Source: an optimization exercise on an open RTL-to-GDS flow (aim: small area). Production flows keep margins and buffers that such runs may drop.
RTL that was checked went through simulation tests only; none was proved equivalent to the original.
No functional check of the RTL was part of runs 5 and 6.
No activity file was given, so power comes from the tool's default toggle rates.

==> design.v <==
module ir_encoder (
    input wire rst,         
    input wire clk,         
    input wire [31:0] cmd,  
    input wire valid,       
    output reg ready,       
    output reg ir_output    
);
reg [8:0] cc;
reg       car;
wire cc_end = cc[8] & cc[6] & cc[4] & cc[3] & cc[1];
always @(posedge clk or posedge rst) begin
    if (rst) begin
        cc  <= 9'd0;
        car <= 1'b0;
    end else begin
        cc <= cc_end ? 9'd0 : cc + 9'd1;
        if (cc_end) car <= ~car;
    end
end
reg [16:0] m;
reg        mod, st, gap;
reg [32:0] r;
wire last  = ~|r[32:1];
wire bitv  = r[0] & ~last;
wire jdone = ~r[3] & r[2];       
wire t_start = m[16] & m[15] & m[13] & m[12] & m[10] & m[9] & m[8] & m[6] & m[5] & m[4] & m[2];  
wire t_short = m[13] & m[12] & m[10] & m[9] & m[5] & m[4] & m[3] & m[2] & m[1] & m[0];           
wire t_long  = m[15] & m[13] & m[9] & m[7] & m[5] & m[4] & m[3] & m[2] & m[1] & m[0];            
wire t_gap   = m[16] & m[13] & m[12] & m[8] & m[5] & m[3] & m[2];                                 
wire t  = st ? t_start : gap ? t_gap : (mod | ~bitv) ? t_short : t_long;
wire sh = t & ~mod & ~st;        
always @(posedge clk or posedge rst) begin
    if (rst) begin
        ready     <= 1'b1;
        ir_output <= 1'b0;
    end else begin
        ready     <= ready ? ~valid : (gap & t & jdone);
        ir_output <= mod & car;
    end
end
always @(posedge clk) begin
    m   <= (ready | t) ? 17'd0 : m + 17'd1;
    mod <= ready ? valid : (t ? (~mod & ~gap & (st | ~last)) : mod);
    st  <= ready | (st & ~(t & ~mod));
    gap <= ~ready & (gap | (t & ~st & ~mod & last));
    if (ready)
        r <= {1'b1, cmd};
    else if (sh)
        r <= {gap & ~r[0], r[32:1]};
end
endmodule
==> run.sh <==
#!/bin/bash
# synth_recipe.tcl (not shown) runs the flow's synth.tcl, then flattens the netlist and writes it again
# the make line also repeats each setting of config.mk as NAME=value (left out here)
make -C /OpenROAD-flow-scripts/flow DESIGN_CONFIG=/design/flow/config.mk WORK_HOME=/design/flow/orfs CLKGATE_MAP_FILE= SYNTH_SCRIPT=/design/flow/synth_recipe.tcl finish
==> config.mk <==
export PLATFORM = sky130hd
export DESIGN_NAME = ir_encoder
export DESIGN_NICKNAME = ir_encoder
export VERILOG_FILES = /design/flow/design.v
export SDC_FILE = /design/flow/constraint.sdc
export NUM_CORES = 4
export LEC_CHECK = 0
export CAP_MARGIN = 20
export CORE_MARGIN = 2
export CORE_UTILIZATION = 40
export PLACE_DENSITY = 0.6
export SLEW_MARGIN = 20
==> constraint.sdc <==
create_clock -name core_clock -period 40.0 [get_ports {clk}]
set_input_delay 8.0000 -clock core_clock [delete_from_list [all_inputs] [get_ports {clk}]]
set_output_delay 8.0000 -clock core_clock [all_outputs]
set_load 0.01 [all_outputs]
==> reports/metrics.yaml, run 1 <==
detailed_routing:
  drc: 0
  drt.antenna.violating_nets: 0
  drt_iter0_markers: 112
  wire_per_inst_um: 14.13
  vias_per_cell: 5.099
  first_pass_iters: 4
  routed_wl_mm: 5.539
  vias: 1999
placement:
  pre_cts_ws_ns: 30.22
  io_buffers: 36
  placed_area_mm2: 0.003408
  gp_congestion: 0.7949
  hpwl_mm: 3.732
synthesis:
  postSynthAreaPerCell_um2: 11.94
  synth.top_cell.area_share_pct: 33.60
  synth_largest_area_cell: "edfxtp_1"
  synth_nets: 284
  synth_warnings: 1
  synth_area_mm2: 0.002949
  netlist_instances: 247
  ys_types: 40
  yosysSeqAreaShare_pct: 57.40
  synth.top_cells.by_area: "edfxtp_1 34%, dfxtp_1 14%, mux2_2 12%, dfrtp_1 9.3%, xnor2_1 3.3%"
  ys_ff_latch: 65
sta:
  skew_ns: 0.006307
  timing.final.ws_setup_ns: 29.90
  rsz0062_at_grt: "no"
  fin_crit_ns: 10.11
  relSlewSlack_pct: 44.27
  hold_violations: 0
  finalSetupViolations: 0
  min_period_over_period_pct: 25.26
  worst_pin_slew_ns: 0.8360
  drv_slew: 0
  tns_ns: 0
  fmax_mhz: 98.96
floorplanning:
  num_rows: 31
  die_y_um: 89.87
  fp.dieW_um: 89.87
  core-area_mm2: 0.007214
  start_util_pct: 40.88
  die_area_mm2: 0.008076
  num_io_pins: 37
critical_path:
  cp_data_required_time_ns: 32.00
  cp.arrival_ns: 2.11
  criticalPathCategory: "register to primary output"
  path_delay_family: "flip-flops"
  path_buf_inv: 1
  max_stage_delay_ns: 1.09
  cp_cell_sequence: "clkdlybuf4s50_1"
  cpMaxStageDelayCell: "dfstp_2"
  cp_max_fo: 41
  end_kind: "primary output"
  worstSetupStartpointType: "register"
finish:
  syn_to_final_growth_pct: 22.23
  top_regs: "r: 33 flops, m: 17 flops, cc: 9 flops"
  layout_commonest_cell: "clkdlybuf4s50_1"
  num-nets-final: 325
  stdcell_area_mm2: 0.003605
  most-common-layout-cells: "36 x clkdlybuf4s50_1, 33 x edfxtp_1, 31 x mux2_2"
  drive_above_1_share_pct: 18.77
  diodes: 0
  top_register: "r"
  largest_register_ffs: 33
clock_tree:
  ctsHoldBuffers: 0
  cts_root_buffer: "clkbuf_8"
  cts_setup_buffers: 0
  tritoncts: "done"
  cts.sinks: 65
  cts_made_buffers: 9
  htreeDepth: 3
  cts-resized-gates: 0
  cts_buffer_depth: 2
  clk_pin_slew_worst_paths_ns: 0.07
  clk_latency_ns: 0.33
pwr:
  pwr_density_cell_mw_per_mm2: 40.22
  ir_drop_mv: 0.02971
  p_int_uw: 110.6
  power_frac_seq_pct: 53.6
  comb_power_share_pct: 8.3
  switching_share_pct: 23.72
  p_leak_nw: 1.210
  power.switching_uw: 34.38
  power_frac_clock_pct: 38.1
run_status:
  outcome: "finished clean"
grt:
  antenna_found_initial: 0
  grt_pass1_wl_mm: 9.308
  grt_max_degree: 42
  grt_pass1_vias: 1974
  grt_overflow_total: 0
  grtUsageTotal_pct: 14.44
worst_hold_path:
  hp-class: "register to register"
flow_run:
  maxCapViolations: 0
==> worst reg2reg max path, cell delays in order (launching register included) <==
cell and delay (ns):
edfxtp_1 0.39, nor4_1 0.37, nand4_1 0.26, o21ai_0 0.41, mux2i_1 0.27, nand2b_1 0.13, buf_4 0.38
==> power by group through the flow <==
stage / combinational [mW] / clock (mW) / sequential (mW)
floorplan: 0.00752 / 0 / 0.0780
global placement: 0.0119 / 0 / 0.0789
detailed placement: 0.0121 / 0 / 0.0791
CTS: 0.0122 / 0.0568 / 0.0777
global route: 0.0139 / 0.0600 / 0.0782
finish: 0.0120 / 0.0553 / 0.0777
==> path summary, 6_finish.rpt <==
path / from / end / slack, ns / cells past startpoint
hold / removal: car / car / 0.46 / 1
hold reg to reg: car / car / 0.46 / 1
min in group asynchronous: rst / cc[5] / 7.96 / 2
setup reg to reg: r[15] / r[29] / 37.45 / 6
max in group asynchronous: rst / ready / 31.71 / 2
setup / recovery: ready / ready / 29.90 / 1
==> layer usage <==
metal | global-route usage (%) | wire length (um)
met1 | 19.96 | 2756
met2 | 21.40 | 2538
met3 | 4.023 | 154
met4 | 6.154 | 90
met5 | 0 | 0
==> area by class of cell <==
cell class / count / area, um2
clock buffers: 11 / 141.4
clock inverters: 5 / 55.05
fillers: 671 / 3610
inverters: 6 / 22.52
multi-input cells: 169 / 1201
flip-flops and latches: 65 / 1693
well taps: 99 / 123.9
repair buffers: 37 / 367.9
==> cells in the mapped netlist <==
cell type and count:
o21ai_0 7, edfxtp_1 33, nand3_1 6, or2_2 1, and2_1 1, or4_1 2
nor3_2 1, nand4_1 11, buf_1 3, nor4_1 14, o2111a_1 1, nor2_1 19
buf_6 1, nand4_2 1, nor3_1 19, o31ai_1 1, mux2i_1 1, dfrtp_1 11
nand2b_1 2, xor2_1 11, nand2_2 1, dfxtp_1 20, mux2_2 31, nor3_4 1
o21ai_1 1, dfstp_2 1, ha_1 2, nand3_2 1, clkbuf_1 1, inv_1 6
o41ai_1 1, xnor2_1 11, or3_1 2, a21oi_1 1, o221ai_1 1, nand2_1 14
a31oi_1 1, buf_2 2, nor3b_1 1, nor2b_1 2
==> through the flow <==
stage               hold slack, ns  instances  power (mW)  utilization [%]
floorplan                   0.4343        247     0.08550                -
finish                      0.4615        392      0.1450            49.97
CTS                         0.4659        392      0.1467            49.97
global route                0.4821        392      0.1521            49.97
detailed placement          0.4530        376     0.09119            47.24
global placement            0.4512        376     0.09086            47.19
==> logic make-up (layout without fill, tap and decap cells) <==
logic type | after synthesis | count (layout) | share of synthesized area [%]
AOI/OAI and AO/OA | 14 | 14 | 2.970
muxes | 32 | 32 | 12.18
buffers and inverters | 13 | 59 | 1.994
and+or+nand+nor | 99 | 99 | 18.07
xor gates and xnor gates | 22 | 22 | 6.534
adders and majority gates | 2 | 2 | 0.8484
DFF | 65 | 65 | 57.40
==> run 2, diff against run 1 <==
==> flow/run.sh (new file) <==
#!/bin/bash
set -euo pipefail
export BUFFER_PORTS_ARGS="-buffer_cell sky130_fd_sc_hd__buf_1"
export CTS_ARGS="-sink_clustering_enable -repair_clock_nets -dont_use_dummy_load -buf_list {sky130_fd_sc_hd__clkbuf_2 sky130_fd_sc_hd__clkbuf_4} -root_buf sky130_fd_sc_hd__clkbuf_4"
bash standard.sh > standard.log 2>&1
==> standard.sh (new file) <==
#!/bin/bash
# synth_recipe.tcl (not shown) runs the flow's synth.tcl, then flattens the netlist and writes it again
# the make line also repeats each setting of config.mk as NAME=value (left out here)
make -C /OpenROAD-flow-scripts/flow DESIGN_CONFIG=/design/flow/config.mk WORK_HOME=/design/flow/orfs CLKGATE_MAP_FILE= SYNTH_SCRIPT=/design/flow/synth_recipe.tcl "${@:-finish}"
removed: run.sh
==> run 2 against run 1 <==
Clock-buffer cell count shrank 2. Total power shrank 19%. Utilization shrank 4.9 points. Sequential share of layout area grew 5.1 points. Area after synthesis is the same. Global-route usage shrank 0.92 points. Highest routed layer unchanged.
==> reports/metrics.yaml, run 2 <==
synthesis:
  netlist_instances: 247  # unchanged
  yosysMostFrequentCell: "edfxtp_1"  # unchanged
  synth.top_cell.area_share_pct: 33.60  # unchanged
  synth_top_cells_by_count: "33 x edfxtp_1, 31 x mux2_2, 20 x dfxtp_1"  # unchanged
  ys_ff_latch: 65  # unchanged
  async_flop_share_pct: 18.46  # unchanged
  synth_flop_cell: "edfxtp_1"  # unchanged
  synth_edf_count: 33  # unchanged
  synth.top_cells.by_area: "edfxtp_1 34%, dfxtp_1 14%, mux2_2 12%, dfrtp_1 9.3%, xnor2_1 3.3%"  # unchanged
  postSynthAreaPerCell_um2: 11.94  # unchanged
  synth_area_mm2: 0.002949  # unchanged
  synth_nets: 284  # unchanged
  ys_types: 40  # unchanged
  synth_largest_area_cell: "edfxtp_1"  # unchanged
  yosysSeqAreaShare_pct: 57.40  # unchanged
  synth_warnings: 1  # unchanged
detailed_routing:
  drt.antenna.violating_nets: 0  # unchanged
  routed_wl_mm: 5.303  # was 5.539 mm
  wire_per_inst_um: 13.74  # was 14.13 um
  drt_iter0_markers: 99  # was 112
  vias: 1979  # was 1999
  first_pass_iters: 4  # unchanged
  drc: 0  # unchanged
  vias_per_cell: 5.127  # was 5.099
floorplanning:
  fp.dieW_um: 89.87  # unchanged
  die_y_um: 89.87  # unchanged
  core-area_mm2: 0.007214  # unchanged
  start_util_pct: 40.88  # unchanged
  num_io_pins: 37  # unchanged
  num_rows: 31  # unchanged
  die_area_mm2: 0.008076  # unchanged
grt:
  grt_pass1_vias: 1865  # was 1974
  grt_overflow_total: 0  # unchanged
  grt_max_degree: 42  # unchanged
  antenna_found_initial: 0  # unchanged
  grt_pass1_wl_mm: 8.673  # was 9.308 mm
  grtUsageTotal_pct: 13.52  # was 14.44%
finish:
  largest_register_ffs: 33  # unchanged
  multi_input_area_mm2: 0.001197  # was 0.001201 mm2
  most-common-layout-cells: "36 x buf_1, 33 x edfxtp_1, 31 x mux2_2"  # was 36 x clkdlybuf4s50_1, 33 x edfxtp_1, 31 x mux2_2
  seq_area_mm2: 0.001693  # unchanged
  drive_above_1_share_pct: 17.07  # was 18.77%
  top_register: "r"  # unchanged
  syn_to_final_growth_pct: 10.35  # was 22.23%
  diodes: 0  # unchanged
  stdcell_area_mm2: 0.003254  # was 0.003605 mm2
  fill_cells: 717  # was 671
  num-nets-final: 326  # was 325
  top_regs: "r: 33 flops, m: 17 flops, cc: 9 flops"  # unchanged
  layout_commonest_cell: "buf_1"  # was clkdlybuf4s50_1
sta:
  tns_ns: 0  # unchanged
  skew_ns: 0.02496  # was 0.006307 ns
  fmax_mhz: 103.4  # was 98.96 MHz
  hold_violations: 0  # unchanged
  finalSetupViolations: 0  # unchanged
  drv_slew: 0  # unchanged
  rsz0062_at_grt: "no"  # unchanged
  worst_pin_slew_ns: 0.8469  # was 0.8360 ns
  fin_crit_ns: 9.675  # was 10.11 ns
  min_period_over_period_pct: 24.19  # was 25.26%
  relSlewSlack_pct: 43.54  # was 44.27%
critical_path:
  crit_end: "ready"  # unchanged
  criticalPathCategory: "register to primary output"  # unchanged
  cpMaxStageDelayCell: "dfstp_2"  # unchanged
  end_kind: "primary output"  # unchanged
  cp_num_cells: 1  # unchanged
  r2r_end: "r[31]"  # was r[29]
  r2r_start: "r[15]"  # unchanged
  cp_data_required_time_ns: 32.00  # about the same
  path_buf_inv: 1  # unchanged
  r2r.worst_path.cells: 6  # unchanged
  max_stage_delay_ns: 1.10  # was 1.09 ns
  cp_max_fo: 41  # unchanged
  r2r_slack_ns: 37.48  # was 37.45 ns
  crit_start: "ready"  # unchanged
  cp.arrival_ns: 1.67  # was 2.11 ns
  cp_cell_sequence: "buf_1"  # was clkdlybuf4s50_1
  path_delay_family: "flip-flops"  # unchanged
  worstSetupStartpointType: "register"  # unchanged
placement:
  io_buffers: 36  # unchanged
  gp_congestion: 0.7870  # was 0.7949
  hpwl_mm: 3.644  # was 3.732 mm
  placed_area_mm2: 0.003187  # was 0.003408 mm2
worst_hold_path:
  hp-start: "car"  # unchanged
  hp-class: "register to register"  # unchanged
clock_tree:
  cts-resized-gates: 0  # unchanged
  cts_setup_buffers: 0  # unchanged
  cts_made_buffers: 9  # unchanged
  cts_root_buffer: "clkbuf_4"  # was clkbuf_8
  clk_latency_ns: 0.38  # was 0.33 ns
  htreeDepth: 3  # unchanged
  cts_buffer_depth: 2  # unchanged
  tritoncts: "done"  # unchanged
  ctsHoldBuffers: 0  # unchanged
  clk_pin_slew_worst_paths_ns: 0.08  # was 0.07 ns
  cts.sinks: 65  # unchanged
flow_run:
  maxCapViolations: 0  # unchanged
run_status:
  outcome: "finished clean"  # unchanged
pwr:
  ir_drop_mv: 0.01858  # was 0.02971 mV
  pwr_density_cell_mw_per_mm2: 35.95  # was 40.22 mW/mm2
  p_leak_nw: 1.063  # was 1.210 nW
==> run 2: cell types whose count changed in the layout (fill, tap and decap cells not counted) <==
cell,change
clkbuf_8,-10
bufinv_16,-1
o21ai_2,-1
clkinv_2,-2
clkinvlp_4,-2
o21ai_1,+1
clkbuf_4,+9
clkdlybuf4s50_1,-36
clkbuf_1,-1
buf_4,+1
buf_1,+36
==> run 2: report_power, final <==
group / switching (mW) / internal (mW) / total, mW / leakage [nW]
Combinational: 0.00488 / 0.00510 / 0.00998 / 0.413
Sequential: 0.00443 / 0.0731 / 0.0776 / 0.609
Clock: 0.0190 / 0.0105 / 0.0295 / 0.0414
Total: 0.0283 / 0.0887 / 0.117 / 1.06
==> run 2: worst reg2reg max path: cells and delay by family, from the launching register on <==
kind                   cells  cell delay (ns)
AND/OR/NAND/NOR            3             0.75
flip-flops                 1             0.40
AO/OA/AOI/OAI              1             0.38
buffers and inverters      1             0.37
multiplexers               1             0.25
==> run 2: worst min-delay path by stage <==
stage	to	cells after the start	slack [ns]
finish	car	1	0.47
detailed placement	car	1	0.46
CTS	car	1	0.47
floorplan	car	1	0.43
global placement	car	1	0.45
global route	car	1	0.49
==> run 2: cell type report <==
cell class	count	area share (%)
repair buffers	38	4.614
clock buffers	9	2.076
flip-flops and latches	65	52.02
inverters	6	0.6920
multi-input cells	169	36.79
well taps	99	3.806
==> run 2: kinds of logic after synthesis <==
kind of cell             synth area share [%]
buffers and inverters                   1.994
AND/OR/NAND/NOR                         18.07
multiplexers                            12.18
XOR/XNOR                                6.534
AO/OA/AOI/OAI                           2.970
flip-flops                              57.40
adder cells (fa/ha/maj)                0.8484
==> run 2: through the flow <==
| stage | setup slack (ns) | std cells | hold slack (ns) | util, % | power [mW] |
|---|---|---|---|---|---|
| after floorplan | 31.45 | 247 | 0.4343 | - | 0.08550 |
| after global placement | 30.68 | 376 | 0.4494 | 44.07 | 0.08850 |
| after detailed placement | 30.69 | 377 | 0.4568 | 44.17 | 0.08910 |
| after CTS | 30.26 | 386 | 0.4721 | 45.11 | 0.1187 |
| after global routing | 30.21 | 386 | 0.4874 | 45.11 | 0.1229 |
| final | 30.33 | 386 | 0.4650 | 45.11 | 0.1170 |
==> run 2: routing by layer <==
layer | GRT usage, % | up-vias | routed length (um)
met4 | 6.923 | 0 | 68
met5 | 0 | - | 0
met2 | 19.76 | 34 | 2428
met3 | 3.688 | 7 | 204
met1 | 18.52 | 935 | 2602
li1 | - | 1003 | -
==> run 3, diff against run 2 <==
==> flow/run.sh (replaced) <==
#!/bin/bash
set -euo pipefail
export BUFFER_PORTS_ARGS="-buffer_cell sky130_fd_sc_hd__buf_1"
export CTS_ARGS="-repair_clock_nets -dont_use_dummy_load -buf_list {sky130_fd_sc_hd__clkbuf_4 sky130_fd_sc_hd__clkbuf_8} -root_buf sky130_fd_sc_hd__clkbuf_4"
bash standard.sh > standard.log 2>&1
==> run 3 against run 2 <==
Still clean on timing, DRC and antenna. Sequential cell count did not move. Setup slack did not move. Clock power barely moved. Non-clock buffer count did not move. Hold slack did not move. Maximum frequency did not move. Sequential share of layout area did not move. Final cell count did not move. Global-route usage did not move. Largest power group unchanged.
==> reports/metrics.yaml, run 3 <==
synthesis:
  synth_flop_cell: "edfxtp_1"  # unchanged
  yosysSeqAreaShare_pct: 57.40  # unchanged
  synth.top_cell.area_share_pct: 33.60  # unchanged
  synth_warnings: 1  # unchanged
  async_flop_share_pct: 18.46  # unchanged
  synth_largest_area_cell: "edfxtp_1"  # unchanged
  netlist_instances: 247  # unchanged
  synth_top_cells_by_count: "33 x edfxtp_1, 31 x mux2_2, 20 x dfxtp_1"  # unchanged
  synth_area_mm2: 0.002949  # unchanged
  synth.top_cells.by_area: "edfxtp_1 34%, dfxtp_1 14%, mux2_2 12%, dfrtp_1 9.3%, xnor2_1 3.3%"  # unchanged
  yosysMostFrequentCell: "edfxtp_1"  # unchanged
  synth_edf_count: 33  # unchanged
  ys_types: 40  # unchanged
  postSynthAreaPerCell_um2: 11.94  # unchanged
  ys_ff_latch: 65  # unchanged
  synth_nets: 284  # unchanged
grt:
  antenna_found_initial: 0  # unchanged
  use_met2_pct: 19.76  # unchanged
  grt_pass1_vias: 1865  # unchanged
  grt.busiest_layer: "met2"  # unchanged
  grt_pass1_wl_mm: 8.673  # unchanged
  grt_util_met3_pct: 3.688  # unchanged
  grtUsageTotal_pct: 13.52  # unchanged
  globalRouteMet1Util_pct: 18.52  # unchanged
  grt_max_degree: 42  # unchanged
  grt_overflow_total: 0  # unchanged
clock_tree:
  cts_made_buffers: 9  # unchanged
  cts.sinks: 65  # unchanged
  cts_buffer_depth: 2  # unchanged
  clk_latency_ns: 0.38  # about the same
  cts_root_buffer: "clkbuf_4"  # unchanged
  cts_setup_buffers: 0  # unchanged
  clk_pin_slew_worst_paths_ns: 0.08  # about the same
  ctsHoldBuffers: 0  # unchanged
  cts-resized-gates: 0  # unchanged
  htreeDepth: 3  # unchanged
  tritoncts: "done"  # unchanged
detailed_routing:
  drt_iter0_markers: 99  # unchanged
  vias: 1979  # unchanged
  wire_per_inst_um: 13.74  # unchanged
  first_pass_iters: 4  # unchanged
  vias_per_cell: 5.127  # unchanged
  routed_wl_mm: 5.303  # unchanged
  drt.antenna.violating_nets: 0  # unchanged
  drc: 0  # unchanged
finish:
  most-common-layout-cells: "36 x buf_1, 33 x edfxtp_1, 31 x mux2_2"  # unchanged
  num-nets-final: 326  # unchanged
  drive_above_1_share_pct: 17.07  # unchanged
  syn_to_final_growth_pct: 10.35  # unchanged
  largest_register_ffs: 33  # unchanged
  diodes: 0  # unchanged
  top_register: "r"  # unchanged
  layout_commonest_cell: "buf_1"  # unchanged
  top_regs: "r: 33 flops, m: 17 flops, cc: 9 flops"  # unchanged
critical_path:
  r2r.worst_path.cells: 6  # unchanged
  end_kind: "primary output"  # unchanged
  path_buf_inv: 1  # unchanged
  cp_data_required_time_ns: 32.00  # about the same
  worstSetupStartpointType: "register"  # unchanged
  cp_max_fo: 41  # unchanged
  r2r_end: "r[31]"  # unchanged
  max_stage_delay_ns: 1.10  # about the same
  cp.arrival_ns: 1.67  # about the same
  r2r_slack_ns: 37.48  # about the same
  path_delay_family: "flip-flops"  # unchanged
  cp_cell_sequence: "buf_1"  # unchanged
  r2r_start: "r[15]"  # unchanged
  criticalPathCategory: "register to primary output"  # unchanged
  cpMaxStageDelayCell: "dfstp_2"  # unchanged
pwr:
  pwr_density_cell_mw_per_mm2: 35.95  # unchanged
  ir_drop_mv: 0.01858  # unchanged
  p_leak_nw: 1.063  # unchanged
sta:
  hold_violations: 0  # unchanged
  relSlewSlack_pct: 43.54  # unchanged
  finalSetupViolations: 0  # unchanged
  skew_ns: 0.02496  # unchanged
  rsz0062_at_grt: "no"  # unchanged
  min_period_over_period_pct: 24.19  # unchanged
  drv_slew: 0  # unchanged
  worst_pin_slew_ns: 0.8469  # unchanged
  fmax_mhz: 103.4  # unchanged
  tns_ns: 0  # unchanged
  fin_crit_ns: 9.675  # unchanged
  whs_ns: 0.4650  # unchanged
worst_hold_path:
  hp-class: "register to register"  # unchanged
  hp-start: "car"  # unchanged
  min_to: "car"  # unchanged
  min_path_cells: 1  # unchanged
floorplanning:
  die_y_um: 89.87  # unchanged
  num_rows: 31  # unchanged
  die_area_mm2: 0.008076  # unchanged
  core-area_mm2: 0.007214  # unchanged
  start_util_pct: 40.88  # unchanged
  num_io_pins: 37  # unchanged
  fp.dieW_um: 89.87  # unchanged
flow_run:
  maxCapViolations: 0  # unchanged
placement:
  hpwl_mm: 3.644  # unchanged
  io_buffers: 36  # unchanged
  gp_congestion: 0.7870  # unchanged
run_status:
  outcome: "finished clean"  # unchanged
-- run 3: power breakdown --
| group | internal, mW | leakage [nW] | switching, mW |
|---|---|---|---|
| clock | 0.0105 | 0.0414 | 0.0190 |
| combinational | 0.00510 | 0.413 | 0.00488 |
| sequential | 0.0731 | 0.609 | 0.00443 |
-- run 3: through the flow --
stage / util (%) / cells / cell area [um2] / power (mW) / setup WS, ns
floorplan: - / 247 / 2949 / 0.08550 / 31.45
global placement: 44.07 / 376 / 3179 / 0.08850 / 30.68
detailed placement: 44.17 / 377 / 3187 / 0.08910 / 30.69
CTS: 45.11 / 386 / 3254 / 0.1187 / 30.26
global route: 45.11 / 386 / 3254 / 0.1229 / 30.21
finish: 45.11 / 386 / 3254 / 0.1170 / 30.33
-- run 3: routing by layer --
| metal | vias up | share of wire, % |
|---|---|---|
| li1 | 1003 | - |
| met1 | 935 | 49 |
| met2 | 34 | 46 |
| met3 | 7 | 3.8 |
| met4 | 0 | 1.3 |
| met5 | - | 0 |
-- run 3: worst reg2reg max path: cells and delay by family (launching register included) --
kind / cells / cell delay, ns
mux: 1 / 0.25
flops: 1 / 0.40
compound gates: 1 / 0.38
buf+inv: 1 / 0.37
simple gates: 3 / 0.75
-- run 3: cells by family after synthesis --
| kind of cell | share of synthesized area [%] |
|---|---|
| and+or+nand+nor | 18.07 |
| DFF | 57.40 |
| muxes | 12.18 |
| xor gates and xnor gates | 6.534 |
| AOI/OAI and AO/OA | 2.970 |
| buffers and inverters | 1.994 |
| adders and majority gates | 0.8484 |
-- run 3: worst max-delay path by stage --
stage                from    end  slack (ns)  depth (start not counted)
CTS                 ready  ready       30.26                          1
detailed placement  ready  ready       30.69                          1
floorplan           ready  ready       31.45                          0
global route        ready  ready       30.21                          1
global placement    ready  ready       30.68                          1
finish              ready  ready       30.33                          1
-- run 3: layout make-up --
cell class | count | area [um2]
clock buffer | 9 | 67.56
fill | 717 | 3960
inverter | 6 | 22.52
multi-input combinational | 169 | 1197
sequential | 65 | 1693
tap | 99 | 123.9
timing repair buffer | 38 | 150.1
==> run 4, diff against run 3 <==
==> flow/run.sh (replaced) <==
#!/bin/bash
set -euo pipefail
export BUFFER_PORTS_ARGS="-buffer_cell sky130_fd_sc_hd__buf_1"
export CTS_ARGS="-sink_clustering_enable -sink_clustering_size 30 -sink_clustering_max_diameter 300 -repair_clock_nets -dont_use_dummy_load -buf_list {sky130_fd_sc_hd__clkbuf_4 sky130_fd_sc_hd__clkbuf_8} -root_buf sky130_fd_sc_hd__clkbuf_4"
bash standard.sh > standard.log 2>&1
==> run 4 against run 3 <==
Still clean on timing, DRC and antenna. Clock power barely moved. Sequential cell count is the same. Via count stayed put. Utilization unchanged. Final cell count unchanged.
==> reports/metrics.yaml, run 4 <==
run_status:
  outcome: "finished clean"  # unchanged
placement:
  io_buffers: 36  # unchanged
  gp_congestion: 0.7870  # unchanged
  hpwl_mm: 3.644  # unchanged
  pre_cts_ws_ns: 30.69  # unchanged
  post-place-cells: 377  # unchanged
worst_hold_path:
  hp-class: "register to register"  # unchanged
grt:
  grt_pass1_wl_mm: 8.673  # unchanged
  grtUsageTotal_pct: 13.52  # unchanged
  antenna_found_initial: 0  # unchanged
  grt_overflow_total: 0  # unchanged
  grt_pass1_vias: 1865  # unchanged
  grt_max_degree: 42  # unchanged
critical_path:
  crit_end: "ready"  # unchanged
  worstSetupStartpointType: "register"  # unchanged
  max_stage_delay_ns: 1.10  # about the same
  criticalPathCategory: "register to primary output"  # unchanged
  cp_cell_sequence: "buf_1"  # unchanged
  cp_data_required_time_ns: 32.00  # about the same
  end_kind: "primary output"  # unchanged
  r2r.worst_path.cells: 6  # unchanged
  path_delay_family: "flip-flops"  # unchanged
  r2r_slack_ns: 37.48  # about the same
  cp_max_fo: 41  # unchanged
  r2r_end: "r[31]"  # unchanged
  crit_start: "ready"  # unchanged
  cp.arrival_ns: 1.67  # about the same
  cp_num_cells: 1  # unchanged
  cpMaxStageDelayCell: "dfstp_2"  # unchanged
  path_buf_inv: 1  # unchanged
  r2r_start: "r[15]"  # unchanged
floorplanning:
  die_y_um: 89.87  # unchanged
  start_util_pct: 40.88  # unchanged
  core-area_mm2: 0.007214  # unchanged
  num_rows: 31  # unchanged
  die_area_mm2: 0.008076  # unchanged
  num_io_pins: 37  # unchanged
  fp.dieW_um: 89.87  # unchanged
finish:
  most-common-layout-cells: "36 x buf_1, 33 x edfxtp_1, 31 x mux2_2"  # unchanged
  num-nets-final: 326  # unchanged
  top_register: "r"  # unchanged
  instances_no_fill: 386  # unchanged
  fin_util_pct: 45.11  # unchanged
  drive_above_1_share_pct: 17.07  # unchanged
  layout_commonest_cell: "buf_1"  # unchanged
  largest_register_ffs: 33  # unchanged
  top_regs: "r: 33 flops, m: 17 flops, cc: 9 flops"  # unchanged
  diodes: 0  # unchanged
  syn_to_final_growth_pct: 10.35  # unchanged
sta:
  relSlewSlack_pct: 43.54  # unchanged
  fin_crit_ns: 9.675  # unchanged
  finalSetupViolations: 0  # unchanged
  worst_pin_slew_ns: 0.8469  # unchanged
  rsz0062_at_grt: "no"  # unchanged
  tns_ns: 0  # unchanged
  fmax_mhz: 103.4  # unchanged
  min_period_over_period_pct: 24.19  # unchanged
  timing.final.ws_setup_ns: 30.33  # unchanged
  hold_violations: 0  # unchanged
  skew_ns: 0.02496  # unchanged
  drv_slew: 0  # unchanged
synthesis:
  synth_largest_area_cell: "edfxtp_1"  # unchanged
  synth.top_cells.by_area: "edfxtp_1 34%, dfxtp_1 14%, mux2_2 12%, dfrtp_1 9.3%, xnor2_1 3.3%"  # unchanged
  synth_area_mm2: 0.002949  # unchanged
  synth_nets: 284  # unchanged
  ys_types: 40  # unchanged
  ys_ff_latch: 65  # unchanged
  netlist_instances: 247  # unchanged
  yosysSeqAreaShare_pct: 57.40  # unchanged
  async_flop_share_pct: 18.46  # unchanged
  postSynthAreaPerCell_um2: 11.94  # unchanged
  synth_edf_count: 33  # unchanged
  synth_top_cells_by_count: "33 x edfxtp_1, 31 x mux2_2, 20 x dfxtp_1"  # unchanged
  synth.top_cell.area_share_pct: 33.60  # unchanged
  synth_flop_cell: "edfxtp_1"  # unchanged
  synth_warnings: 1  # unchanged
  yosysMostFrequentCell: "edfxtp_1"  # unchanged
pwr:
  p_leak_nw: 1.063  # unchanged
  pwr_density_cell_mw_per_mm2: 35.95  # unchanged
  ir_drop_mv: 0.01858  # unchanged
clock_tree:
  htreeDepth: 3  # unchanged
  clk_latency_ns: 0.38  # about the same
  cts_made_buffers: 9  # unchanged
  clk_pin_slew_worst_paths_ns: 0.08  # about the same
  cts_setup_buffers: 0  # unchanged
  ctsHoldBuffers: 0  # unchanged
  cts_root_buffer: "clkbuf_4"  # unchanged
  cts_buffer_depth: 2  # unchanged
  tritoncts: "done"  # unchanged
  cts.sinks: 65  # unchanged
  cts-resized-gates: 0  # unchanged
detailed_routing:
  first_pass_iters: 4  # unchanged
  vias: 1979  # unchanged
  routed_wl_mm: 5.303  # unchanged
  wire_per_inst_um: 13.74  # unchanged
  drt.antenna.violating_nets: 0  # unchanged
  drt_iter0_markers: 99  # unchanged
  vias_per_cell: 5.127  # unchanged
  drc: 0  # unchanged
flow_run:
  maxCapViolations: 0  # unchanged
==> run 4: layout make-up <==
cell class              count  area [um2]
inverters                   6       22.52
repair buffers             38       150.1
well taps                  99       123.9
flip-flops and latches     65        1693
clock buffers               9       67.56
multi-input cells         169        1197
fillers                   717        3960
==> run 4: cells by family after synthesis <==
family                   count (synthesis)  synth area share [%]
AO/OA/AOI/OAI                           14                 2.970
adder cells (fa/ha/maj)                  2                0.8484
XOR/XNOR                                22                 6.534
buffers and inverters                   13                 1.994
flip-flops                              65                 57.40
multiplexers                            32                 12.18
AND/OR/NAND/NOR                         99                 18.07
==> run 4: power breakdown <==
part	internal [mW]	total, mW	switching (mW)	leakage, nW
Clock	0.0105	0.0295	0.0190	0.0414
Combinational	0.00510	0.00998	0.00488	0.413
Sequential	0.0731	0.0776	0.00443	0.609
Total	0.0887	0.117	0.0283	1.06
==> run 4: per-stage QoR <==
step                hold WS, ns  total power, mW  instance area (um2)
global placement         0.4494          0.08850                 3179
global route             0.4874           0.1229                 3254
finish                   0.4650           0.1170                 3254
detailed placement       0.4568          0.08910                 3187
floorplan                0.4343          0.08550                 2949
CTS                      0.4721           0.1187                 3254
==> run 4: how the worst min path moves through the flow <==
| stage | start | endpoint | cells after the start |
|---|---|---|---|
| detailed placement | car | car | 1 |
| finish | car | car | 1 |
| global route | car | car | 1 |
| global placement | car | car | 1 |
| CTS | car | car | 1 |
| floorplan | car | car | 1 |
==> run 4: layer usage <==
metal	track usage, %	vias to the layer above	share of wire [%]
li1	-	1003	-
met1	18.52	935	49
met2	19.76	34	46
met3	3.688	7	3.8
met4	6.923	0	1.3
met5	0	-	0
==> run 5, diff against run 4 <==
==> design.v (replaced) <==
module ir_encoder (
    input wire rst,         
    input wire clk,         
    input wire [31:0] cmd,  
    input wire valid,       
    output reg ready,       
    output reg ir_output    
);
localparam [8:0] CC_P = 9'h155;    
localparam [8:0] CC_E = 9'h1d9;    
localparam [8:0] CC_K = 9'h1db;    
reg  [8:0] ccq;
reg        car;
wire [8:0] cc     = ccq ^ CC_P;
wire       cc_end = ((cc ^ CC_E) & CC_K) == 9'd0;
always @(posedge clk or posedge rst) begin
    if (rst) begin
        ccq <= 9'd0;
        car <= 1'b0;
    end else begin
        ccq <= cc_end ? 9'd0 : ({cc[7:0], cc[8] ^ cc[4]} ^ CC_P);
        if (cc_end) car <= ~car;
    end
end
localparam [16:0] M_P  = 17'h15555;   
localparam [16:0] M_S0 = 17'd69568;
localparam [16:0] E_START = 17'd92158, K_START = 17'h1bfff;  
localparam [16:0] E_SHORT = 17'd5462,  K_SHORT = 17'h1db1e;  
localparam [16:0] E_LONG  = 17'd99312, K_LONG  = 17'h1dbbf;  
localparam [16:0] E_GAP   = 17'd50310, K_GAP   = 17'h1ddef;  
reg  [16:0] mq;
wire [16:0] m = mq ^ M_P;
reg        mod, st, gap;
reg [32:0] r;
wire last  = ~|r[32:1];
wire bitv  = r[0] & ~last;
wire jdone = ~r[3] & r[2];       
wire t_start = ((m ^ E_START) & K_START) == 17'd0;
wire t_short = ((m ^ E_SHORT) & K_SHORT) == 17'd0;
wire t_long  = ((m ^ E_LONG)  & K_LONG)  == 17'd0;
wire t_gap   = ((m ^ E_GAP)   & K_GAP)   == 17'd0;
wire t  = st ? t_start : gap ? t_gap : (mod | ~bitv) ? t_short : t_long;
wire sh = t & ~mod & ~st;        
always @(posedge clk or posedge rst) begin
    if (rst) begin
        ready     <= 1'b1;
        ir_output <= 1'b0;
    end else begin
        ready     <= ready ? ~valid : (gap & t & jdone);
        ir_output <= mod & car;
    end
end
always @(posedge clk) begin
    mq  <= ((ready | t) ? M_S0 : {m[15:0], m[16] ^ m[2]}) ^ M_P;
    mod <= ready ? valid : (t ? (~mod & ~gap & (st | ~last)) : mod);
    st  <= ready | (st & ~(t & ~mod));
    gap <= ~ready & (gap | (t & ~st & ~mod & last));
    if (ready)
        r <= {1'b1, cmd};
    else if (sh)
        r <= {gap & ~r[0], r[32:1]};
end
endmodule
==> run.sh (new file) <==
#!/bin/bash
# synth_recipe.tcl (not shown) runs the flow's synth.tcl, then flattens the netlist and writes it again
# the make line also repeats each setting of config.mk as NAME=value (left out here)
make -C /OpenROAD-flow-scripts/flow DESIGN_CONFIG=/design/flow/config.mk WORK_HOME=/design/flow/orfs CLKGATE_MAP_FILE= SYNTH_SCRIPT=/design/flow/synth_recipe.tcl finish
removed: flow/run.sh
removed: standard.sh
==> run 5 against run 4 <==
Sequential cell count unchanged. Still clean on timing, DRC and antenna. Combinational power up 24%. Setup slack worse by 0.51 ns. Final cell count down 17%. Register-to-register slack worse by 0.07 ns. Non-clock buffer count down 1. Synthesized cell count down 21%. Critical path type unchanged.
==> reports/metrics.yaml, run 5 <==
finish:
  syn_to_final_growth_pct: 24.20  # was 10.35%
  instances_no_fill: 319  # was 386
  fin_util_pct: 51.37  # was 45.11%
  top_regs: "r: 33 flops, mq: 17 flops, ccq: 9 flops"  # was r: 33 flops, m: 17 flops, cc: 9 flops
  layout_commonest_cell: "clkdlybuf4s50_1"  # was buf_1
  drive_above_1_share_pct: 22.31  # was 17.07%
  diodes: 0  # unchanged
  top_register: "r"  # unchanged
  largest_register_ffs: 33  # unchanged
  most-common-layout-cells: "36 x clkdlybuf4s50_1, 33 x edfxtp_1, 32 x mux2_2"  # was 36 x buf_1, 33 x edfxtp_1, 31 x mux2_2
  num-nets-final: 272  # was 326
grt:
  antenna_found_initial: 0  # unchanged
  grt_overflow_total: 0  # unchanged
  grt_pass1_vias: 1610  # was 1865
  grt_max_degree: 43  # was 42
  grt_pass1_wl_mm: 7.534  # was 8.673 mm
  grtUsageTotal_pct: 13.88  # was 13.52%
clock_tree:
  cts.sinks: 65  # unchanged
  clk_pin_slew_worst_paths_ns: 0.07  # was 0.08 ns
  cts_setup_buffers: 0  # unchanged
  tritoncts: "done"  # unchanged
  cts-resized-gates: 0  # unchanged
  clk_latency_ns: 0.34  # was 0.38 ns
  ctsHoldBuffers: 0  # unchanged
  htreeDepth: 3  # unchanged
  cts_root_buffer: "clkbuf_8"  # was clkbuf_4
  cts_made_buffers: 9  # unchanged
  cts_buffer_depth: 2  # unchanged
critical_path:
  cp_cell_sequence: "clkdlybuf4s50_1"  # was buf_1
  path_delay_family: "flip-flops"  # unchanged
  worstSetupStartpointType: "register"  # unchanged
  cp_max_fo: 42  # was 41
  cp.arrival_ns: 2.18  # was 1.67 ns
  path_buf_inv: 1  # unchanged
  cpMaxStageDelayCell: "dfstp_2"  # unchanged
  max_stage_delay_ns: 1.13  # was 1.10 ns
  end_kind: "primary output"  # unchanged
  criticalPathCategory: "register to primary output"  # unchanged
  cp_data_required_time_ns: 32.00  # about the same
synthesis:
  ys_types: 38  # was 40
  synth_nets: 230  # was 284
  synth_edf_count: 33  # unchanged
  postSynthAreaPerCell_um2: 13.47  # was 11.94 um2
  synth_warnings: 1  # unchanged
  synth_top_cells_by_count: "33 x edfxtp_1, 32 x mux2_2, 20 x dfxtp_1, 20 x nor2_1, 14 x nand2_1"  # was 33 x edfxtp_1, 31 x mux2_2, 20 x dfxtp_1
  synth_flop_cell: "edfxtp_1"  # unchanged
  synth_area_mm2: 0.002626  # was 0.002949 mm2
  netlist_instances: 195  # was 247
  synth.top_cell.area_share_pct: 37.73  # was 33.60%
  ys_ff_latch: 65  # unchanged
  yosysSeqAreaShare_pct: 64.46  # was 57.40%
  yosysMostFrequentCell: "edfxtp_1"  # unchanged
  synth_largest_area_cell: "edfxtp_1"  # unchanged
  async_flop_share_pct: 18.46  # unchanged
  synth.top_cells.by_area: "edfxtp_1 38%, dfxtp_1 15%, mux2_2 14%, dfrtp_1 10%, nor2_1 2.9%"  # was edfxtp_1 34%, dfxtp_1 14%, mux2_2 12%, dfrtp_1 9.3%, xnor2_1 3.3%
sta:
  worst_pin_slew_ns: 0.9016  # was 0.8469 ns
  drv_slew: 0  # unchanged
  skew_ns: 0.009405  # was 0.02496 ns
  relSlewSlack_pct: 39.89  # was 43.54%
  tns_ns: 0  # unchanged
  min_period_over_period_pct: 25.46  # was 24.19%
  hold_violations: 0  # unchanged
  fin_crit_ns: 10.18  # was 9.675 ns
  rsz0062_at_grt: "no"  # unchanged
  fmax_mhz: 98.19  # was 103.4 MHz
  finalSetupViolations: 0  # unchanged
placement:
  io_buffers: 36  # unchanged
  gp_congestion: 0.7551  # was 0.7870
  hpwl_mm: 3.228  # was 3.644 mm
  post-place-cells: 303  # was 377
floorplanning:
  fp.dieW_um: 85.03  # was 89.87 um
  die_y_um: 85.03  # was 89.87 um
  num_io_pins: 37  # unchanged
  start_util_pct: 41.36  # was 40.88%
  die_area_mm2: 0.007230  # was 0.008076 mm2
  num_rows: 29  # was 31
  core-area_mm2: 0.006350  # was 0.007214 mm2
detailed_routing:
  vias: 1583  # was 1979
  first_pass_iters: 4  # unchanged
  drt_iter0_markers: 95  # was 99
  routed_wl_mm: 4.701  # was 5.303 mm
  drc: 0  # unchanged
  vias_per_cell: 4.962  # was 5.127
  wire_per_inst_um: 14.74  # was 13.74 um
  drt.antenna.violating_nets: 0  # unchanged
pwr:
  p_leak_nw: 1.182  # was 1.063 nW
  pwr_density_cell_mw_per_mm2: 46.22  # was 35.95 mW/mm2
  ir_drop_mv: 0.03408  # was 0.01858 mV
worst_hold_path:
  hp-class: "register to register"  # unchanged
flow_run:
  maxCapViolations: 0  # unchanged
run_status:
  outcome: "finished clean"  # unchanged
run 5: cell types whose count changed after synthesis, sizes merged, moves of 5 or more:
cell,previous run,this run
xnor2,11,0
nor3,21,5
nor4,14,9
o21ai,8,2
nand3,7,0
xor2,11,3
nand4,12,5
run 5: per-stage QoR:
stage	hold WS [ns]	cell area, um2	setup slack, ns	power [mW]
global placement	0.3788	3068	30.18	0.09891
finish	0.3926	3262	29.82	0.1508
floorplan	0.3581	2626	31.47	0.09211
CTS	0.3913	3262	29.80	0.1521
global route	0.4027	3262	29.72	0.1576
detailed placement	0.3767	3068	30.18	0.09897
run 5: area by class of cell:
cell class	instances	area (um2)
multi-input combinational	117	879.6
sequential	65	1693
fill	543	3088
tap	77	96.34
timing repair buffer	37	367.9
clock buffer	14	183.9
clock inverter	2	10.01
inverter	7	31.28
run 5: metal layers:
layer | track usage (%) | share of wire [%] | vias to the layer above
met4 | 9.524 | 3.2 | 0
met1 | 17.82 | 49 | 737
met3 | 3.891 | 4.3 | 13
met5 | 0 | 0 | -
li1 | - | - | 803
met2 | 20.31 | 43 | 30
run 5: cells by family (layout without fill, tap and decap cells):
kind of cell / after synthesis / in the layout / synth area share [%]
AND/OR/NAND/NOR: 66 / 66 / 13.58
XOR/XNOR: 3 / 3 / 1.001
buffers and inverters: 13 / 60 / 2.049
multiplexers: 34 / 34 / 14.67
AO/OA/AOI/OAI: 14 / 14 / 4.241
flip-flops: 65 / 65 / 64.46
run 5: power breakdown:
group	internal [mW]	switching, mW
combinational	0.00778	0.00462
sequential	0.0784	0.00684
clock	0.0295	0.0236
run 5: worst paths after layout:
path                       slack [ns]  endpoint  cells after the start    from
hold / removal                   0.39    ccq[4]                      1  ccq[3]
setup reg to reg                37.41     r[25]                      7   r[18]
min in group asynchronous        7.95    ccq[6]                      2     rst
max in group asynchronous       31.71     ready                      2     rst
hold reg to reg                  0.39    ccq[4]                      1  ccq[3]
setup / recovery                29.82     ready                      1   ready
==> run 6, diff against run 5 <==
--- a/design.v
+++ b/design.v
@@ -32,8 +32,8 @@
 wire [16:0] m = mq ^ M_P;
 reg        mod, st, gap;
-reg [32:0] r;
-wire last  = ~|r[32:1];
-wire bitv  = r[0] & ~last;
-wire jdone = ~r[3] & r[2];       
+reg [32:0] q;                    
+wire last  = &q[32:1];           
+wire bitv  = ~q[0] & ~last;
+wire jdone = q[3] & ~q[2];       
 wire t_start = ((m ^ E_START) & K_START) == 17'd0;
 wire t_short = ((m ^ E_SHORT) & K_SHORT) == 17'd0;
@@ -42,4 +42,8 @@
 wire t  = st ? t_start : gap ? t_gap : (mod | ~bitv) ? t_short : t_long;
 wire sh = t & ~mod & ~st;        
+wire        sa     = ~ready & sh;
+wire        ho     = ~ready & ~sh;
+wire [32:0] q_sh   = {~(gap & q[0]), q[32:1]};
+wire [32:0] q_keep = ~(({33{sa}} & q_sh) | ({33{ho}} & q));
 always @(posedge clk or posedge rst) begin
     if (rst) begin
@@ -56,8 +60,5 @@
     st  <= ready | (st & ~(t & ~mod));
     gap <= ~ready & (gap | (t & ~st & ~mod & last));
-    if (ready)
-        r <= {1'b1, cmd};
-    else if (sh)
-        r <= {gap & ~r[0], r[32:1]};
+    q   <= ~(({33{~ready}} | {1'b1, cmd}) & q_keep);
 end
 endmodule
==> run 6 against run 5 <==
Die area grew 2.0%. Sequential cell count did not move. Total power is 17% higher. Largest power group unchanged. Clock skew increased by 0.0023 ns. Utilization about the same. Critical endpoint unchanged.
==> reports/metrics.yaml, run 6 <==
critical_path:
  r2r_start: "q[17]"  # was r[18]
  r2r_end: "q[29]"  # was r[25]
  r2r_slack_ns: 37.28  # was 37.41 ns
  cp.arrival_ns: 1.53  # was 2.18 ns
  cp_data_required_time_ns: 32.00  # about the same
  crit_start: "ready"  # unchanged
  worstSetupStartpointType: "register"  # unchanged
  criticalPathCategory: "register to primary output"  # unchanged
  cp_cell_sequence: "clkdlybuf4s50_1"  # unchanged
  r2r.worst_path.cells: 6  # was 7
  path_buf_inv: 1  # unchanged
  max_stage_delay_ns: 0.63  # was 1.13 ns
  end_kind: "primary output"  # unchanged
  cp_max_fo: 9  # was 42
  path_delay_family: "flip-flops"  # unchanged
  crit_end: "ready"  # unchanged
  cp_num_cells: 1  # unchanged
  cpMaxStageDelayCell: "dfstp_2"  # unchanged
placement:
  pre_cts_ws_ns: 30.82  # was 30.18 ns
  placed_area_mm2: 0.003068  # unchanged
  io_buffers: 36  # unchanged
  hpwl_mm: 3.512  # was 3.228 mm
  gp_congestion: 0.8037  # was 0.7551
finish:
  largest_register_ffs: 33  # unchanged
  top_register: "q"  # was r
  stdcell_area_mm2: 0.003297  # was 0.003262 mm2
  syn_to_final_growth_pct: 22.90  # was 24.20%
  most-common-layout-cells: "62 x mux2i_1, 52 x dfxtp_1, 36 x clkdlybuf4s50_1"  # was 36 x clkdlybuf4s50_1, 33 x edfxtp_1, 32 x mux2_2
  drive_above_1_share_pct: 8.897  # was 22.31%
  fill_cells: 610  # was 543
  fin_util_pct: 51.33  # was 51.37%
  seq_area_mm2: 0.001373  # was 0.001693 mm2
  multi_input_area_mm2: 0.001214  # was 879.6 um2
  layout_commonest_cell: "mux2i_1"  # was clkdlybuf4s50_1
  top_regs: "q: 33 flops, mq: 17 flops, ccq: 9 flops"  # was r: 33 flops, mq: 17 flops, ccq: 9 flops
  diodes: 0  # unchanged
  num-nets-final: 311  # was 272
sta:
  relSlewSlack_pct: 30.57  # was 39.89%
  worst_pin_slew_ns: 1.041  # was 0.9016 ns
  tns_ns: 0  # unchanged
  finalSetupViolations: 0  # unchanged
  timing.final.ws_setup_ns: 30.47  # was 29.82 ns
  hold_violations: 0  # unchanged
  fmax_mhz: 104.9  # was 98.19 MHz
  rsz0062_at_grt: "no"  # unchanged
  fin_crit_ns: 9.529  # was 10.18 ns
  skew_ns: 0.01174  # was 0.009405 ns
  drv_slew: 0  # unchanged
  min_period_over_period_pct: 23.82  # was 25.46%
floorplanning:
  die_area_mm2: 0.007377  # was 0.007230 mm2
  core-area_mm2: 0.006422  # was 0.006350 mm2
  die_y_um: 85.89  # was 85.03 um
  num_rows: 29  # unchanged
  fp.dieW_um: 85.89  # was 85.03 um
  num_io_pins: 37  # unchanged
  start_util_pct: 41.77  # was 41.36%
clock_tree:
  cts_setup_buffers: 0  # unchanged
  htreeDepth: 3  # unchanged
  cts_buffer_depth: 2  # unchanged
  clk_pin_slew_worst_paths_ns: 0.07  # about the same
  cts-resized-gates: 0  # unchanged
  ctsHoldBuffers: 0  # unchanged
  cts_made_buffers: 9  # unchanged
  clk_latency_ns: 0.34  # about the same
  cts.sinks: 65  # unchanged
  tritoncts: "done"  # unchanged
  cts_root_buffer: "clkbuf_8"  # unchanged
grt:
  grt_pass1_vias: 1905  # was 1610
  grt_overflow_total: 0  # unchanged
  grt_max_degree: 36  # was 43
  antenna_found_initial: 0  # unchanged
  grtUsageTotal_pct: 15.83  # was 13.88%
  grt_pass1_wl_mm: 9.045  # was 7.534 mm
pwr:
  ir_drop_mv: 0.02889  # was 0.03408 mV
  p_leak_nw: 1.682  # was 1.182 nW
  pwr_density_cell_mw_per_mm2: 53.49  # was 46.22 mW/mm2
  total_power_uw: 176.3  # was 150.8 uW
detailed_routing:
  drc: 0  # unchanged
  drt.antenna.violating_nets: 0  # unchanged
  vias_per_cell: 5.291  # was 4.962
  first_pass_iters: 23  # was 4
  routed_wl_mm: 5.099  # was 4.701 mm
  vias: 1894  # was 1583
  drt_iter0_markers: 65  # was 95
  wire_per_inst_um: 14.24  # was 14.74 um
synthesis:
  synth_edf_count: 1  # was 33
  ys_types: 45  # was 38
  async_flop_share_pct: 18.46  # unchanged
  synth.top_cells.by_area: "dfxtp_1 39%, mux2i_1 23%, dfrtp_1 10%, nand4_1 2.8%, nor2_1 2.8%"  # was edfxtp_1 38%, dfxtp_1 15%, mux2_2 14%, dfrtp_1 10%, nor2_1 2.9%
  synth_flop_cell: "dfxtp_1"  # was edfxtp_1
  synth_nets: 273  # was 230
  synth_area_mm2: 0.002683  # was 0.002626 mm2
  yosysSeqAreaShare_pct: 51.17  # was 64.46%
  synth_largest_area_cell: "dfxtp_1"  # was edfxtp_1
  synth_warnings: 1  # unchanged
  ys_ff_latch: 65  # unchanged
  synth.top_cell.area_share_pct: 38.81  # was 37.73%
  netlist_instances: 238  # was 195
  postSynthAreaPerCell_um2: 11.27  # was 13.47 um2
  yosysMostFrequentCell: "mux2i_1"  # was edfxtp_1
  synth_top_cells_by_count: "62 x mux2i_1, 52 x dfxtp_1, 20 x nor2_1"  # was 33 x edfxtp_1, 32 x mux2_2, 20 x dfxtp_1, 20 x nor2_1, 14 x nand2_1
flow_run:
  maxCapViolations: 0  # unchanged
run_status:
  outcome: "finished clean"  # unchanged
worst_hold_path:
  hp-class: "register to register"  # unchanged
## run 6: how the worst min path moves through the flow
stage                     cells past startpoint  slack, ns     end   start
after CTS                                     1       0.38  mq[14]  mq[13]
after floorplan                               1       0.35  mq[14]  mq[13]
after detailed placement                      1       0.37  mq[14]  mq[13]
final                                         1       0.38  mq[14]  mq[13]
after global routing                          1       0.41  mq[14]  mq[13]
after global placement                        1       0.37  mq[11]  mq[10]
## run 6: cell families (layout without fill, tap and decap cells)
| logic type | after synthesis | after routing | synth area share (%) |
|---|---|---|---|
| AO/OA/AOI/OAI | 14 | 14 | 3.545 |
| AND/OR/NAND/NOR | 78 | 78 | 17.16 |
| multiplexers | 63 | 63 | 23.55 |
| flip-flops | 65 | 65 | 51.17 |
| XOR/XNOR | 3 | 3 | 0.9797 |
| buffers and inverters | 15 | 58 | 3.591 |
## run 6: layout make-up
type / instances / area share, %
flip-flops and latches: 65 / 41.63
inverters: 6 / 0.7590
repair buffers: 36 / 10.93
multi-input cells: 158 / 36.81
clock inverters: 5 / 2.353
clock buffers: 11 / 4.592
well taps: 77 / 2.922
## run 6: worst register-to-register path: cells and delay by family, from the launching register on
family,cells,cell delay (ns)
muxes,3,1.37
and+or+nand+nor,2,0.61
DFF,1,0.38
AOI/OAI and AO/OA,1,0.22
## run 6: report_power, final
| group | internal, mW | leakage [nW] | switching (mW) |
|---|---|---|---|
| Sequential | 0.0790 | 0.583 | 0.0144 |
| Clock | 0.0383 | 0.115 | 0.0242 |
| Combinational | 0.0129 | 0.984 | 0.00757 |
## run 6: through the flow
| stage | hold WS, ns | cells |
|---|---|---|
| after detailed placement | 0.3709 | 342 |
| final | 0.3797 | 358 |
| after global placement | 0.3672 | 342 |
| after global routing | 0.4120 | 358 |
| after CTS | 0.3834 | 358 |
| after floorplan | 0.3534 | 238 |
## run 6: layer usage
metal	GRT usage [%]	wire length [um]	share of wire, %
met3	5.005	273	5.4
met2	23.89	2315	45
met4	7.359	74	1.5
met1	20.65	2434	48
met5	0	0	0
==> run 7, diff against run 6 <==
--- a/design.v
+++ b/design.v
@@ -45,5 +45,17 @@
 wire        ho     = ~ready & ~sh;
 wire [32:0] q_sh   = {~(gap & q[0]), q[32:1]};
-wire [32:0] q_keep = ~(({33{sa}} & q_sh) | ({33{ho}} & q));
+wire        nready = ~ready;
+wire [32:0] q_nx;
+genvar i;
+generate
+    for (i = 0; i < 33; i = i + 1) begin : g_r
+        ir_encoder_rbit u_rbit (
+            .nready(nready), .sa(sa), .ho(ho),
+            .ld(i == 32 ? 1'b1 : cmd[i % 32]),
+            .sh_in(q_sh[i]), .hold_in(q[i]),
+            .q_nx(q_nx[i])
+        );
+    end
+endgenerate
 always @(posedge clk or posedge rst) begin
     if (rst) begin
@@ -60,5 +72,16 @@
     st  <= ready | (st & ~(t & ~mod));
     gap <= ~ready & (gap | (t & ~st & ~mod & last));
-    q   <= ~(({33{~ready}} | {1'b1, cmd}) & q_keep);
+    q   <= q_nx;
 end
 endmodule
+module ir_encoder_rbit (
+    input  wire nready,
+    input  wire sa,
+    input  wire ho,
+    input  wire ld,
+    input  wire sh_in,
+    input  wire hold_in,
+    output wire q_nx
+);
+    assign q_nx = ~((nready | ld) & ~((sa & sh_in) | (ho & hold_in)));
+endmodule
--- a/config.mk
+++ b/config.mk
@@ -11,2 +11,3 @@
 export PLACE_DENSITY = 0.6
 export SLEW_MARGIN = 20
+export SYNTH_HIERARCHICAL = 1
==> run 7 against run 6 <==
Synthesized cell count is 8.4% lower. Design area is 9.5% lower. Clock skew is 0.0044 ns lower. Clock power is 26% lower. Total power is 35% lower. Non-clock buffer count is 2 higher. Hold slack better by 0.019 ns. Sequential cell count stayed put. Critical endpoint unchanged.
==> reports/metrics.yaml, run 7 <==
run_status:
  outcome: "finished clean"  # unchanged
grt:
  grt_overflow_total: 0  # unchanged
  grt_max_degree: 36  # unchanged
  grtUsageTotal_pct: 15.70  # was 15.83%
  grt_pass1_wl_mm: 7.810  # was 9.045 mm
  antenna_found_initial: 0  # unchanged
  grt_pass1_vias: 1709  # was 1905
synthesis:
  yosysMostFrequentCell: "dfxtp_1"  # was mux2i_1
  synthAdderAreaFrac_pct: 0  # unchanged
  netlist_instances: 218  # was 238
  synth_warnings: 7  # was 1
  synth_top_family_by_area: "compound AO/OA/AOI/OAI gates"  # was multiplexers
  synth_nets: 253  # was 273
  async_flop_share_pct: 18.46  # unchanged
  synth.top_cell.area_share_pct: 43.91  # was 38.81%
  ys_types: 41  # was 45
  synth_top_cells_by_count: "52 x dfxtp_1, 33 x a22oi_1, 33 x o21ai_1"  # was 62 x mux2i_1, 52 x dfxtp_1, 20 x nor2_1
  synth_compound_area_share_pct: 20.69  # was 3.545%
  synth_largest_area_cell: "dfxtp_1"  # unchanged
  synthSimpleGateAreaFrac_pct: 17.20  # was 17.16%
  synth.top_cells.by_area: "dfxtp_1 44%, dfrtp_1 12%, a22oi_1 10%, o21ai_1 7.0%, nand4_1 2.6%"  # was dfxtp_1 39%, mux2i_1 23%, dfrtp_1 10%, nand4_1 2.8%, nor2_1 2.8%
  synth-xor-area-share_pct: 1.108  # was 0.9795%
  yosysSeqAreaShare_pct: 57.89  # was 51.17%
  synthMuxAreaShare_pct: 0.9499  # was 23.55%
  synth_area_mm2: 0.002371  # was 0.002683 mm2
  synth_edf_count: 1  # unchanged
  synth_flop_cell: "dfxtp_1"  # unchanged
  postSynthAreaPerCell_um2: 10.88  # was 11.27 um2
  ys_ff_latch: 65  # unchanged
finish:
  most-common-layout-cells: "52 x dfxtp_1, 36 x clkdlybuf4s50_1, 33 x a22oi_1, 33 x o21ai_1, 11 x dfrtp_1"  # was 62 x mux2i_1, 52 x dfxtp_1, 36 x clkdlybuf4s50_1
  top_register: "q"  # unchanged
  top_regs: "q: 33 flops, mq: 17 flops, ccq: 9 flops"  # unchanged
  largest_register_ffs: 33  # unchanged
  diodes: 0  # unchanged
  fin_util_pct: 51.29  # was 51.33%
  syn_to_final_growth_pct: 25.80  # was 22.90%
  fill_cells: 566  # was 610
  seq_area_mm2: 0.001373  # unchanged
  layout_commonest_cell: "dfxtp_1"  # was mux2i_1
  drive_above_1_share_pct: 14.13  # was 8.897%
  num-nets-final: 299  # was 311
  multi_input_area_um2: 959.7  # was 0.001214 mm2
clock_tree:
  clk_pin_slew_worst_paths_ns: 0.07  # about the same
  cts_buffer_depth: 2  # unchanged
  cts-resized-gates: 0  # unchanged
  cts_made_buffers: 9  # unchanged
  htreeDepth: 3  # unchanged
  cts_root_buffer: "clkbuf_8"  # unchanged
  clk_latency_ns: 0.33  # was 0.34 ns
  cts.sinks: 65  # unchanged
  ctsHoldBuffers: 0  # unchanged
  tritoncts: "done"  # unchanged
  cts_setup_buffers: 0  # unchanged
detailed_routing:
  drt.antenna.violating_nets: 0  # unchanged
  drc: 0  # unchanged
  vias_per_cell: 5.314  # was 5.291
  wire_per_inst_um: 13.49  # was 14.24 um
  first_pass_iters: 4  # was 23
  vias: 1828  # was 1894
  drt_iter0_markers: 106  # was 65
  routed_wl_mm: 4.640  # was 5.099 mm
pwr:
  pwr_density_cell_mw_per_mm2: 38.41  # was 53.49 mW/mm2
  ir_drop_mv: 0.01892  # was 0.02889 mV
  p_leak_nw: 1.229  # was 1.682 nW
floorplanning:
  fp.dieW_um: 80.99  # was 85.89 um
  num_io_pins: 37  # unchanged
  die_area_mm2: 0.006559  # was 0.007377 mm2
  die_y_um: 80.99  # was 85.89 um
  num_rows: 28  # was 29
  start_util_pct: 40.77  # was 41.77%
  core-area_mm2: 0.005816  # was 0.006422 mm2
sta:
  hold_violations: 0  # unchanged
  finalSetupViolations: 0  # unchanged
  rsz0062_at_grt: "no"  # unchanged
  drv_slew: 0  # unchanged
  skew_ns: 0.007321  # was 0.01174 ns
  fmax_mhz: 104.6  # was 104.9 MHz
  relSlewSlack_pct: 59.14  # was 30.57%
  fin_crit_ns: 9.557  # was 9.529 ns
  min_period_over_period_pct: 23.89  # was 23.82%
  worst_pin_slew_ns: 0.6120  # was 1.041 ns
  tns_ns: 0  # unchanged
critical_path:
  worstSetupStartpointType: "register"  # unchanged
  cp_max_fo: 10  # was 9
  cp_cell_sequence: "clkdlybuf4s50_1"  # unchanged
  max_stage_delay_ns: 0.66  # was 0.63 ns
  path_delay_family: "flip-flops"  # unchanged
  path_buf_inv: 1  # unchanged
  cp.arrival_ns: 1.56  # was 1.53 ns
  cpMaxStageDelayCell: "dfstp_2"  # unchanged
  criticalPathCategory: "register to primary output"  # unchanged
  cp_data_required_time_ns: 32.00  # about the same
  end_kind: "primary output"  # unchanged
worst_hold_path:
  hp-class: "register to register"  # unchanged
placement:
  io_buffers: 36  # unchanged
  gp_congestion: 0.8301  # was 0.8037
  hpwl_mm: 3.282  # was 3.512 mm
flow_run:
  maxCapViolations: 0  # unchanged
run 7: cell types whose count changed after synthesis, sizes merged, moves of 2 or more:
cell	previous run	this run
mux2i	62	1
a22oi	0	33
o21ai	4	34
buf	6	1
nand2	16	11
nand4	12	10
nand4b	2	0
nor2b	2	0
nor3b	1	3
or4bb	2	0
run 7: kinds of logic after synthesis:
kind of cell,Yosys count
muxes,1
DFF,65
AOI/OAI and AO/OA,76
other,1
xor gates and xnor gates,3
and+or+nand+nor,64
buffers and inverters,8
run 7: final cells by class:
cell class,count,share of cell area [%]
Clock buffer,10,4.279
Inverter,5,0.6292
Timing Repair Buffer,38,12.58
Multi-Input combinational cell,145,32.17
Sequential cell,65,46.02
Tap cell,75,3.146
Clock inverter,6,1.174
run 7: metrics by stage:
| step | total power [mW] | hold WS, ns | cells | setup slack [ns] | instance area (um2) |
|---|---|---|---|---|---|
| 6_report | 0.1146 | 0.3985 | 344 | 30.44 | 2983 |
| 5_1_grt | 0.1196 | 0.4144 | 344 | 30.37 | 2983 |
| 4_1_cts | 0.1165 | 0.3985 | 344 | 30.43 | 2983 |
| 3_5_place_dp | 0.07012 | 0.3886 | 328 | 30.79 | 2820 |
| 3_3_place_gp | 0.07010 | 0.3807 | 328 | 30.82 | 2820 |
| 2_1_floorplan | 0.06665 | 0.3634 | 218 | 31.47 | 2371 |
run 7: where the power goes:
| part | internal [mW] | total [mW] | switching, mW |
|---|---|---|---|
| Sequential | 0.0650 | 0.0650 | 0 |
| Clock | 0.0220 | 0.0459 | 0.0239 |
| Combinational | 0.00288 | 0.00361 | 0.000735 |
| Total | 0.0899 | 0.115 | 0.0247 |
run 7: path summary, 6_finish.rpt:
| check | start | endpoint | slack [ns] | cells after the start |
|---|---|---|---|---|
| min | ccq[5] | ccq[6] | 0.40 | 1 |
| max reg2reg | q[17] | q[19] | 37.72 | 9 |
| max | ready | ready | 30.44 | 1 |
| min in group asynchronous | rst | ir_output | 7.97 | 2 |
| max in group asynchronous | rst | ready | 31.70 | 2 |
| min reg2reg | ccq[5] | ccq[6] | 0.40 | 1 |
run 7: per-module statistics from Yosys, one instance, submodules excluded:
module	cells inside	flops+latches	copies in the design	area, um2
ir_encoder_rbit	2	0	33	12.51
ir_encoder	152	65	1	1958
run 7: routing by layer:
layer  GRT usage (%)  vias to the layer above  share of wire [%]
li1                -                      920                  -
met1           20.19                      858                 49
met2           24.05                       41                 45
met3           4.000                        9                3.9
met4           8.644                        0                1.7
met5               0                        -                  0

==> re-timing with driven ports <==
The results above use ideal ports. As a check the final layouts listed here were re-extracted and re-timed, cells and wires unchanged.
Step 1 assumes that a clkbuf_16 drives the clock port and a buf_2 every other input.
Step 2 also shifts input and output timing later by t, the mid clock arrival at the registers, as if the neighbouring blocks saw the same clock.
a / b / c = no drivers / after step 1 / after step 2; a / b = the first two.
run	shift t [ns]	setup slack, ns	worst setup path at the end	worst slew at a driven data input, ns	cell pins on the clock port's net
run 1	0.359	29.895 / 29.866 / 30.225	register to output	0.03	1
run 2	0.397	30.325 / 30.296 / 30.694	register to output	0.04	1
run 3	0.397	30.325 / 30.296 / 30.694	register to output	0.04	1
run 4	0.397	30.325 / 30.296 / 30.694	register to output	0.04	1
run 5	0.365	29.816 / 29.787 / 30.152	register to output	0.04	1
run 6	0.362	30.471 / 30.442 / 30.804	register to output	0.04	1
run 7	0.354	30.443 / 30.416 / 30.770	register to output	0.03	1
After both steps every run listed still meets setup and hold.
